Background: an optimization exercise with open tools, aiming at small area, a short achievable clock period and few clock cycles per item. Do not read the settings as production practice.
Function was checked by simulation only, so behaviour that the tests miss may differ from the original.
Power is estimated from default activity; no workload was simulated.

// booth_multiplier
module booth_multiplier #(
  parameter MUL_WIDTH = 32
) (
  input                        clk,
  input                        rst_n,
  input                        start,
  input                        sign,
  input      [  MUL_WIDTH-1:0] data_in1,
  input      [  MUL_WIDTH-1:0] data_in2,
  output     [2*MUL_WIDTH-1:0] data_out,
  output reg                   ready
);
For scale: ~1,900 cells after synthesis, ~180 flip-flops, roughly 130 I/O pins.
==> flow/config.mk <==
export PLATFORM = sky130hd
export DESIGN_NAME = booth_multiplier
export DESIGN_NICKNAME = booth_multiplier
export VERILOG_FILES = /design/flow/design.v
export SDC_FILE = /design/flow/constraint.sdc
export NUM_CORES = 4
export LEC_CHECK = 0
export CAP_MARGIN = 20
export CORE_MARGIN = 2
export CORE_UTILIZATION = 55
export PLACE_DENSITY = 0.7
export SETUP_SLACK_MARGIN = 0.6
export SLEW_MARGIN = 20
==> flow/constraint.sdc <==
create_clock -name core_clock -period 5.0 [get_ports {clk}]
set_input_delay 1.0000 -clock core_clock [delete_from_list [all_inputs] [get_ports {clk}]]
set_output_delay 1.0000 -clock core_clock [all_outputs]
set_load 0.01 [all_outputs]
standard.sh (not shown) runs the stock make flow with config.mk's settings and CLKGATE_MAP_FILE= SYNTH_SCRIPT=/design/flow/synth_recipe.tcl, a recipe that flattens the netlist after the stock synthesis.
==> flow/flow/run.sh <==
#!/bin/bash
# Own layout flow: the standard layout (standard.sh) with two changes.
#  1. Synthesis: Yosys's synth is also given -noabc, which drops the generic
#     "abc -fast" pass that runs before ORFS's full-adder extraction, so
#     extract_fa sees the design's full adders as written and maps them
#     without polarity inverters around the adder cells.  fsm and share are
#     still skipped, the design is flattened and renamed the same way, and ABC
#     still maps the remaining logic after adder extraction.
#  2. Port buffers: every input and output port still gets a buffer, but a
#     plain sky130_fd_sc_hd__buf_2 instead of the slow clkdlybuf4s50_1 that
#     buffer_ports picks by default.
# Each tool's output goes to flow.log here and to ORFS's own logs under orfs/logs.
set -euo pipefail
sed 's/yosys synth -nofsm -noshare /yosys synth -nofsm -noshare -noabc /' synth_recipe.tcl > own_synth.tcl
grep -q -- '-noabc' own_synth.tcl
sed -e 's#synth_recipe\.tcl#own_synth.tcl#g' \
    -e "s#CLKGATE_MAP_FILE= #CLKGATE_MAP_FILE= 'BUFFER_PORTS_ARGS=-buffer_cell sky130_fd_sc_hd__buf_2' #" \
    standard.sh > own_standard.sh
grep -q 'own_synth\.tcl' own_standard.sh
grep -q 'BUFFER_PORTS_ARGS' own_standard.sh
bash own_standard.sh > flow.log 2>&1
The starting point ran to the end with no violations.
Testbench counts at the start, summed over its fixed seeds: cycles 6,408, items 3,200.
==> next run, changes <==
--- a/flow/config.mk
+++ b/flow/config.mk
@@ -9,5 +9,4 @@
 export CORE_MARGIN = 2
-export CORE_UTILIZATION = 55
-export PLACE_DENSITY = 0.7
-export SETUP_SLACK_MARGIN = 0.6
+export CORE_UTILIZATION = 40
+export SETUP_SLACK_MARGIN = 0.9
 export SLEW_MARGIN = 20
What happened: Clock power stays flat; area after synthesis does not change; wire length climbs by about a fifth.
==> next run, changes <==
--- a/flow/config.mk
+++ b/flow/config.mk
@@ -9,4 +9,4 @@
 export CORE_MARGIN = 2
-export CORE_UTILIZATION = 40
-export SETUP_SLACK_MARGIN = 0.9
+export CORE_UTILIZATION = 60
+export SETUP_SLACK_MARGIN = 0.6
 export SLEW_MARGIN = 20
Result:
- The changed run ran to the end with no violations
- non-clock buffer count is lower by 87
- final cell count came out lower by roughly a tenth
- via count decreases by a few percent
- hold slack gets worse by 0.031 ns
- global-route usage rises by 9.8 points
- routed wire length went down by roughly a tenth
- setup slack gets better by 0.053 ns
- flip-flop and latch count stays the same
==> next run, changes <==
--- a/flow/config.mk
+++ b/flow/config.mk
@@ -7,6 +7,6 @@
 export LEC_CHECK = 0
-export CAP_MARGIN = 20
+export CAP_MARGIN = 5
 export CORE_MARGIN = 2
-export CORE_UTILIZATION = 60
+export CORE_UTILIZATION = 55
 export SETUP_SLACK_MARGIN = 0.6
-export SLEW_MARGIN = 20
+export SLEW_MARGIN = 5
- power rose by about 0.8%
- worst hold slack is better by 0.019 ns
- global-route usage decreases by 2.3 points
- routed wire length went up by 1.6%
- non-clock buffer count rose by 3
- area after synthesis does not change
- sequential share of layout area stays flat
- sequential cell count does not change
- maximum frequency goes up by 1.4%
- die area climbs by about 9%


## run 1
booth_multiplier again, from the RTL that the note above started with.
Settings: LEC_CHECK=0, CAP_MARGIN=20, CORE_MARGIN=2, CORE_UTILIZATION=55, GPL_ROUTABILITY_DRIVEN=0, SETUP_SLACK_MARGIN=0.6, SLEW_MARGIN=20; clock period 5.0 ns.
Scripts as last shown in full above: flow/flow/run.sh
Testbench counts of run 1, summed over its fixed seeds: cycles 6,408, items 3,200.
For run 2, these inputs were changed with respect to run 1:
diff --git a/flow/config.mk b/flow/config.mk
--- a/flow/config.mk
+++ b/flow/config.mk
@@ -10,2 +10 @@
-export CORE_UTILIZATION = 55
-export GPL_ROUTABILITY_DRIVEN = 0
+export CORE_UTILIZATION = 40
Results
- Cmp run 1 and run 2 / instance area at placement / lower: run 1
- Run 2 ended up with more standard cells than run 1.
- Compared to run 1, run 2 was floorplanned on a bigger die.
- Going from run 1 to run 2, global-route wire length before repair grows by about 1.2%.
- Status: arrival time of data at the critical path endpoint parity (run 2, run 1)
Edits applied to the flow inputs when going from run 2 to run 3:
diff --git a/flow/config.mk b/flow/config.mk
--- a/flow/config.mk
+++ b/flow/config.mk
@@ -10,2 +10,2 @@
-export CORE_UTILIZATION = 40
-export SETUP_SLACK_MARGIN = 0.6
+export CORE_UTILIZATION = 55
+export SETUP_SLACK_MARGIN = 0.5
Results
- Run 3: PASS, flow complete, no timing, DRC or antenna violations
- Diff run 3..run 2 | share of the cycle needed by the critical path after routing | negligible
- Run 3 vs run 2, clock latency on the worst-skew pair went down by 30 ps.
- Between run 2 and run 3, total number of vias increased.
Edits applied to the flow inputs when going from run 3 to run 4:
diff --git a/flow/config.mk b/flow/config.mk
--- a/flow/config.mk
+++ b/flow/config.mk
@@ -10,2 +10,2 @@
-export CORE_UTILIZATION = 55
-export SETUP_SLACK_MARGIN = 0.5
+export CORE_UTILIZATION = 70
+export SETUP_SLACK_MARGIN = 0.6
--- outcome ---
- Run 4 completed; timing, DRC and antenna clean
- There was hardly any difference in switching power share of the total between run 3 and run 4.
- Run 4 reports a higher global-route usage than run 3 does.
- Looking at largest voltage drop on the vdd net across run 4 and run 3, the one that comes out lower is run 4.


## sierra
booth_multiplier again, from the RTL that the note above started with.
// booth_multiplier
module booth_multiplier #(
  parameter MUL_WIDTH = 32
) (
  input                        clk,
  input                        rst_n,
  input                        start,
  input                        sign,
  input      [  MUL_WIDTH-1:0] data_in1,
  input      [  MUL_WIDTH-1:0] data_in2,
  output     [2*MUL_WIDTH-1:0] data_out,
  output reg                   ready
);
  reg  [32:0] a_r;          
  reg  [49:0] r0, r1;     
  reg  [17:0] lo_r;         
  wire [32:0] a_in = {sign & data_in1[31], data_in1};
  wire [33:0] b_in = {{2{sign & data_in2[31]}}, data_in2};
  wire go = ready & start & rst_n;    
  reg         idle_a0, idle_r, idle_g;
  wire [32:0] am0 = idle_a0 ? a_in : a_r;
  wire [8:0] xp0, xp1, xp2, xb0, xb1, xb2;
  wire [8:0] neg, one, two;
  reg  [7:0] negb_r, oneb_r, twob_r;
  assign xp0[0] = 1'b0;
  assign xb0[0] = b_in[17];
  assign xp1[0] = b_in[0];
  assign xb1[0] = b_in[18];
  assign xp2[0] = b_in[1];
  assign xb2[0] = b_in[19];
  assign xp0[1] = b_in[1];
  assign xb0[1] = b_in[19];
  assign xp1[1] = b_in[2];
  assign xb1[1] = b_in[20];
  assign xp2[1] = b_in[3];
  assign xb2[1] = b_in[21];
  assign xp0[2] = b_in[3];
  assign xb0[2] = b_in[21];
  assign xp1[2] = b_in[4];
  assign xb1[2] = b_in[22];
  assign xp2[2] = b_in[5];
  assign xb2[2] = b_in[23];
  assign xp0[3] = b_in[5];
  assign xb0[3] = b_in[23];
  assign xp1[3] = b_in[6];
  assign xb1[3] = b_in[24];
  assign xp2[3] = b_in[7];
  assign xb2[3] = b_in[25];
  assign xp0[4] = b_in[7];
  assign xb0[4] = b_in[25];
  assign xp1[4] = b_in[8];
  assign xb1[4] = b_in[26];
  assign xp2[4] = b_in[9];
  assign xb2[4] = b_in[27];
  assign xp0[5] = b_in[9];
  assign xb0[5] = b_in[27];
  assign xp1[5] = b_in[10];
  ...
clock: 5.0 ns
lec_check: 0
cap_margin: 20
core_margin: 2
core_utilization: 55
setup_slack_margin: 0.6
slew_margin: 20
tns_end_percent: 100
Scripts as last shown in full above: flow/flow/run.sh
Having completed the whole flow, sierra delivered a layout that passed the timing, design-rule and antenna checks.
Testbench counts of sierra, summed over its fixed seeds: cycles 6,408, items 3,200.
The following lists how garnet was set up differently from sierra:
- a deleted TNS_END_PERCENT that had been 100
- an added GPL_TIMING_DRIVEN of 0
Going from sierra to garnet, power density relative to cell area went down by about 1.7%, number of setup buffers added after CTS now sits higher. Per the comparison of garnet with sierra, sequential power has decreased, met1 usage in global routing rose by 6.3 points. Summary of garnet over sierra: routed wire length moved up, power after layout saw an increase. For cell-internal power, dividing the value from garnet by the value from sierra gives 1.07. Final setup slack of the worst path for garnet is lower than for sierra.
#### Input delta (lagoon over garnet)
- clearing GPL_TIMING_DRIVEN, which used to be 0
--- a/flow/flow/run.sh
+++ b/flow/flow/run.sh
@@ -8,5 +8,5 @@
 #     still maps the remaining logic after adder extraction.
 #  2. Port buffers: every input and output port still gets a buffer, but a
-#     plain sky130_fd_sc_hd__buf_2 instead of the slow clkdlybuf4s50_1 that
+#     plain sky130_fd_sc_hd__buf_1 instead of the slow clkdlybuf4s50_1 that
 #     buffer_ports picks by default.
 # Each tool's output goes to flow.log here and to ORFS's own logs under orfs/logs.
@@ -15,5 +15,5 @@
 grep -q -- '-noabc' own_synth.tcl
 sed -e 's#synth_recipe\.tcl#own_synth.tcl#g' \
-    -e "s#CLKGATE_MAP_FILE= #CLKGATE_MAP_FILE= 'BUFFER_PORTS_ARGS=-buffer_cell sky130_fd_sc_hd__buf_2' #" \
+    -e "s#CLKGATE_MAP_FILE= #CLKGATE_MAP_FILE= 'BUFFER_PORTS_ARGS=-buffer_cell sky130_fd_sc_hd__buf_1' #" \
     standard.sh > own_standard.sh
 grep -q 'own_synth\.tcl' own_standard.sh
garnet finished all stages; the layout is clean. lagoon closes out successfully: all stages finished, all timing, DRC and antenna checks passed. In the tables for lagoon and garnet, post-route met1 wirelength reads higher with garnet. lagoon improves on garnet in worst setup slack. Going from garnet to lagoon, portion of the clock cycle consumed by the worst path in the final layout -1.1 points; worst setup slack after placement +0.61 ns; highest achievable clock rate +1.3%; count of plain and timing-repair buffers -34%.
> inputs changed (lagoon -> nickel)
--- a/flow/flow/run.sh
+++ b/flow/flow/run.sh
@@ -8,5 +8,5 @@
 #     still maps the remaining logic after adder extraction.
 #  2. Port buffers: every input and output port still gets a buffer, but a
-#     plain sky130_fd_sc_hd__buf_1 instead of the slow clkdlybuf4s50_1 that
+#     plain sky130_fd_sc_hd__buf_2 instead of the slow clkdlybuf4s50_1 that
 #     buffer_ports picks by default.
 # Each tool's output goes to flow.log here and to ORFS's own logs under orfs/logs.
@@ -15,5 +15,5 @@
 grep -q -- '-noabc' own_synth.tcl
 sed -e 's#synth_recipe\.tcl#own_synth.tcl#g' \
-    -e "s#CLKGATE_MAP_FILE= #CLKGATE_MAP_FILE= 'BUFFER_PORTS_ARGS=-buffer_cell sky130_fd_sc_hd__buf_1' #" \
+    -e "s#CLKGATE_MAP_FILE= #CLKGATE_MAP_FILE= 'BUFFER_PORTS_ARGS=-buffer_cell sky130_fd_sc_hd__buf_2' #" \
     standard.sh > own_standard.sh
 grep -q 'own_synth\.tcl' own_standard.sh
### Flow results
Compared with lagoon, nickel shows a lower clock-cell share of area. nickel ends up with a number of ordinary and repair buffers in the finished layout that is 6.8% lower than in lagoon. Worst setup path endpoint: data_out[40] -> nickel, r1[21] -> lagoon. nickel vs lagoon: critical path depth down in nickel. Comparing nickel and lagoon, clock network fraction of design power is lower on nickel. nickel ended up with sky130_fd_sc_hd__edfxtp_1 as its standard cell with the maximum stage delay on the critical path; lagoon ended up with sky130_fd_sc_hd__fa_1.
Inputs modified between nickel and cedar:
- a change of CORE_UTILIZATION from 55 to 40
- a change of SETUP_SLACK_MARGIN from 0.6 to 0.3
### Flow results
A end point of the critical path of r1[25] is what cedar shows, while data_out[40] belongs to nickel.
cedar has combinational group share of total power below what nickel had.
Lower die width among cedar and nickel: nickel
cedar: latest clock arrival within the worst-skew pair is 0.03 ns higher than what nickel reported.

## re-timing with driven ports
The flow's constraints put no driver on any port. The routed layouts listed below were extracted and timed again, unchanged, in two steps.
Step 1, drivers: a clkbuf_16 drives clk and a buf_2 each remaining input, both assumed.
Step 2 adds t to the input delays and takes it off the output delays; t is the mean of the earliest and latest rising clock arrival at the registers after step 1. Input paths then give back, and output paths get back, about the clock's delay inside the block.
a / b / c = ideal ports / drivers / drivers and shift; a / b = the first two.
| run | t, ns | setup WS [ns] | worst setup path at the end |
|---|---|---|---|
| the first run of note 1 | 0.516 | 0.632 / 0.622 / 0.153 | input to register |
| the second run of note 1 | 0.560 | 0.563 / 0.505 / 0.121 | input to register |
| the third run of note 1 | 0.522 | 0.617 / 0.596 / 0.129 | input to register |
| the fourth run of note 1 | 0.520 | 0.676 / 0.619 / 0.193 | input to register |
| run 1 | 0.526 | 0.633 / 0.577 / 0.149 | input to register |
| run 2 | 0.554 | 0.616 / 0.555 / 0.148 | input to register |
| run 3 | 0.520 | 0.610 / 0.562 / 0.171 | input to register |
| run 4 | 0.507 | 0.561 / 0.561 / 0.099 | input to register |
| sierra | 0.520 | 0.676 / 0.619 / 0.193 | input to register |
| garnet | 0.538 | 0.589 / 0.529 / 0.094 | input to register |
| lagoon | 0.526 | 0.644 / 0.603 / 0.148 | input to register |
| nickel | 0.520 | 0.676 / 0.619 / 0.193 | input to register |
| cedar | 0.550 | 0.436 / 0.403 / 0.069 | input to register |
After both steps setup and hold are still met in every run listed. For lagoon, which loses most, drivers alone change the setup slack by -0.041 ns; drivers and shift together by -0.496 ns.
